Source: an optimization exercise on an open RTL-to-GDS flow (aim: small area and a short achievable clock period). Production flows keep margins and buffers that such runs may drop. In this exercise RTL edits were held to simulation tests only and were not proved equivalent to the original. Power figures rest on the tool's default switching activity, not on a simulated workload.

// eq_streaming
module eq_streaming #(
	parameter integer C_S_AXI_DATA_WIDTH = 32
)
(
    input aclk,
    input aresetn,
    input [C_S_AXI_DATA_WIDTH-1:0] D_READY,
    input [C_S_AXI_DATA_WIDTH-1:0] FFT_PTNS,
    input [C_S_AXI_DATA_WIDTH-1:0] FFT_BKTS,
    input [C_S_AXI_DATA_WIDTH-1:0] my_reg0,
    input [C_S_AXI_DATA_WIDTH-1:0] my_reg1,
    input [C_S_AXI_DATA_WIDTH-1:0] my_reg2,
    input [C_S_AXI_DATA_WIDTH-1:0] my_reg3,
    input [C_S_AXI_DATA_WIDTH-1:0] my_reg4,
    input [C_S_AXI_DATA_WIDTH-1:0] my_reg5,
    input [C_S_AXI_DATA_WIDTH-1:0] my_reg6,
    input [C_S_AXI_DATA_WIDTH-1:0] my_reg7,
    input [C_S_AXI_DATA_WIDTH-1:0] my_reg8,
    input [C_S_AXI_DATA_WIDTH-1:0] my_reg9,
    input [C_S_AXI_DATA_WIDTH-1:0] my_reg10,
    input [C_S_AXI_DATA_WIDTH-1:0] my_reg11,
    input [C_S_AXI_DATA_WIDTH-1:0] my_reg12,
    input [C_S_AXI_DATA_WIDTH-1:0] s_axis_data,
    output reg s_axis_ready,
    input s_axis_valid,
    output reg [C_S_AXI_DATA_WIDTH-1:0] m_axis_data,
    input m_axis_ready,
    output reg m_axis_valid
);
wire acc = s_axis_valid & m_axis_ready;
reg v0, v1, r0, r1;
always @(posedge aclk) begin
    if (!aresetn) begin
        v0 <= 1'b0; v1 <= 1'b0; m_axis_valid <= 1'b0;
        r0 <= 1'b0; r1 <= 1'b0; s_axis_ready <= 1'b0;
    end else begin
        v0 <= s_axis_valid; v1 <= v0; m_axis_valid <= v1;
        r0 <= m_axis_ready; r1 <= r0; s_axis_ready <= r1;
    end
end
reg [3:0] nb;
always @(posedge aclk) nb <= FFT_BKTS[3:0];
reg [15:0] rem;
reg z;
reg [11:0] n;
wire [12:0] n1 = {1'b0, n} + 13'd1;
wire wrap = n1[nb];
always @(posedge aclk) begin
    if (!aresetn) begin
        rem <= FFT_PTNS[15:0];
        z <= 1'b1;
        n <= 12'd1;
    end else if (acc) begin
        if (rem == 16'd1) begin
            rem <= FFT_PTNS[15:0];
            z <= 1'b1;
        end else begin
            rem <= rem - 16'd1;
            z <= 1'b0;
        end
        if (!z)
            n <= wrap ? 12'd1 : n1[11:0];
    end
end
wire [11:0] lead;
genvar k;
generate for (k = 0; k < 12; k = k + 1) begin : g_lead
    if (k == 11) begin : g_top
        assign lead[k] = n[k];
    end else begin : g_low
        assign lead[k] = n[k] & ~|n[11:k+1];
    end
end endgenerate
  ...
Size in the first run: ~2100 cells after synthesis.
export LEC_CHECK = 0
export CAP_MARGIN = 20
export CORE_MARGIN = 2
export CORE_UTILIZATION = 60
export PLACE_DENSITY = 0.7
export SLEW_MARGIN = 20
export SYNTH_HIERARCHICAL = 1
create_clock -name core_clock -period 10.0 [get_ports {aclk}]
standard.sh (not shown) runs the stock make flow with config.mk's settings and CLKGATE_MAP_FILE= SYNTH_SCRIPT=/design/flow/synth_recipe.tcl, a recipe that flattens the netlist after the stock synthesis.
==> flow/flow/run.sh <==
#!/bin/bash
set -euo pipefail
MARGIN=$(cat flow/margin.txt)
bash standard.sh SETUP_SLACK_MARGIN=$MARGIN \
  "BUFFER_PORTS_ARGS=-buffer_cell sky130_fd_sc_hd__buf_1" finish > make_finish.log 2>&1
==> flow/flow/margin.txt <==
7
The baseline completed without violations.
Rerun with:
--- a/flow/config.mk
+++ b/flow/config.mk
@@ -10,2 +10,2 @@
-export CORE_UTILIZATION = 60
-export PLACE_DENSITY = 0.7
+export CORE_UTILIZATION = 45
+export PLACE_DENSITY = 0.6
What happened: The new run passed the timing, design-rule and antenna checks. Setup slack gets better by 0.035 ns. Routed wire length rose by 0.85%. Final area climbs by 0.86%. Non-clock buffer count rose by 1. Sequential cell count is unchanged.
Rerun with:
==> flow/flow/margin.txt (replaced) <==
6.85
Routed wire length came out lower by 1.5%.
Design area came out lower by 2.1%.
Via count came out higher by 0.41%.
Non-clock buffer count came out lower by 8.
Final cell count barely changes.
Worst hold slack got worse by 0.0056 ns.
First-iteration DRC count came out lower by 14%.
Sequential power hardly moves.
Rerun with:
==> flow/flow/margin.txt (replaced) <==
7
--- a/flow/config.mk
+++ b/flow/config.mk
@@ -10,0 +11,2 @@
+export CTS_CLUSTER_DIAMETER = 100
+export CTS_CLUSTER_SIZE = 30
Final area fell by 0.49%.
Via count fell by 0.80%.
Count of clock-buffer cells in the layout fell by 19.


Setup of exp/violet:
eq_streaming, a different RTL version from the one above (not shown whole).
Size: roughly 1900 cells after synthesis, about 240 flip-flops, about 20000 µm² of cells after synthesis.
export LEC_CHECK = 0
export CAP_MARGIN = 20
export CORE_MARGIN = 2
export CORE_UTILIZATION = 45
export CTS_CLUSTER_DIAMETER = 80
export CTS_CLUSTER_SIZE = 20
export PLACE_DENSITY = 0.6
export SLEW_MARGIN = 20
export SYNTH_HIERARCHICAL = 1
create_clock -name core_clock -period 10.0 [get_ports {aclk}]
==> flow/flow/margin.txt <==
6.97
Scripts as last shown in full above: flow/flow/run.sh
Looking at the reports, exp/violet completed the entire flow and the layout it produced met the timing, design-rule and antenna checks.
Changes in exp/fjord relative to exp/violet:
==> flow/flow/margin.txt <==
7
Notes after the runs:
- The higher slew at the pin closest to its max-slew limit of exp/violet and exp/fjord is in exp/fjord.
- Number of non-clock buffers in the layout is lower on exp/violet
- | count of cell instances traversed by the critical path | exp/fjord vs exp/violet | 8 lower |
Modified inputs, exp/quartz compared to exp/fjord
diff --git a/flow/config.mk b/flow/config.mk
--- a/flow/config.mk
+++ b/flow/config.mk
@@ -10 +10 @@
-export CORE_UTILIZATION = 45
+export CORE_UTILIZATION = 40
@@ -13 +13 @@
-export PLACE_DENSITY = 0.6
+export PLACE_DENSITY = 0.55
- exp/quartz reached the end of the flow, and the finished layout is clean on the timing, design-rule and antenna checks.
- Changes observed in exp/quartz relative to exp/fjord: sum of routed wire length over all layers picked up an extra 2100 µm; floorplan die height now sits higher; number of clock buffer instances in the layout -4.8%.
- Going from exp/fjord to exp/quartz, critical path depth grows by 9.
- On peak ir drop on the vdd network, exp/quartz does worse than exp/fjord.
- Looking at final critical-path share of the clock period, exp/quartz sits 0.51 points higher than exp/fjord does.
- Placed instance count of exp/quartz exceeds that of exp/fjord slightly.
- Diff exp/quartz..exp/fjord | net total in the final layout | negligible
- Summary: overall die area, exp/quartz worse than exp/fjord
- Leakage dissipation delta (exp/fjord -> exp/quartz): insignificant
--- input diff exp/quartz..exp/delta ---
diff --git a/flow/config.mk b/flow/config.mk
--- a/flow/config.mk
+++ b/flow/config.mk
@@ -10 +10 @@
-export CORE_UTILIZATION = 40
+export CORE_UTILIZATION = 52
@@ -13 +13 @@
-export PLACE_DENSITY = 0.55
+export PLACE_DENSITY = 0.65
Results
- Delta(number of buffers and inverters on the critical path, exp/delta - exp/quartz) < 0
- Row overall routing resource usage: exp/delta higher / exp/quartz lower
- ~same clock transition at the registers of the reported paths in exp/quartz and exp/delta
- Of exp/delta and exp/quartz, it is exp/delta that has the higher detailed-route wire length.
- Comparing post-layout total power for exp/quartz and exp/delta, the smaller number came from exp/quartz.
- Lower area of the die was reported by exp/delta, not exp/quartz.

port drivers added, routing unchanged:
How much do the figures lean on ideal ports? The routed layouts below were timed once more, with nothing changed but the port constraints.
Step 1: set_driving_cell puts a clkbuf_16 on aclk and a buf_2 on each other input, an assumption about the parent block.
Step 2 moves the port delays by t, midway between the first and last clock arrival at a register: inputs arrive t later, outputs are due t later. That takes back most of the time a late clock gives input paths.
Slacks: no drivers / after step 1 / after step 2; pairs: no drivers / after step 1.
run | shift t [ns] | setup WS [ns] | hold WS [ns] | cell pins on the clock port's net
the first run of note 1 | 0.622 | 6.945 / 6.932 / 6.417 | 0.441 / 0.441 / 0.441 | 1
the second run of note 1 | 0.624 | 6.980 / 6.923 / 6.495 | 0.440 / 0.440 / 0.440 | 1
the third run of note 1 | 0.626 | 6.876 / 6.817 / 6.373 | 0.434 / 0.434 / 0.434 | 1
the fourth run of note 1 | 0.561 | 7.018 / 6.959 / 6.523 | 0.451 / 0.451 / 0.451 | 1
exp/violet | 0.583 | 6.900 / 6.773 / 6.190 | 0.436 / 0.436 / 0.436 | 1
exp/fjord | 0.586 | 7.008 / 6.954 / 6.382 | 0.435 / 0.435 / 0.435 | 1
exp/quartz | 0.572 | 6.956 / 6.895 / 6.324 | 0.442 / 0.442 / 0.442 | 1
exp/delta | 0.567 | 6.940 / 6.829 / 6.262 | 0.458 / 0.458 / 0.458 | 1
After both steps setup and hold are still met in every run listed. The setup slack of exp/violet, which loses most, moves by -0.127 ns with the drivers and by -0.710 ns with both steps.
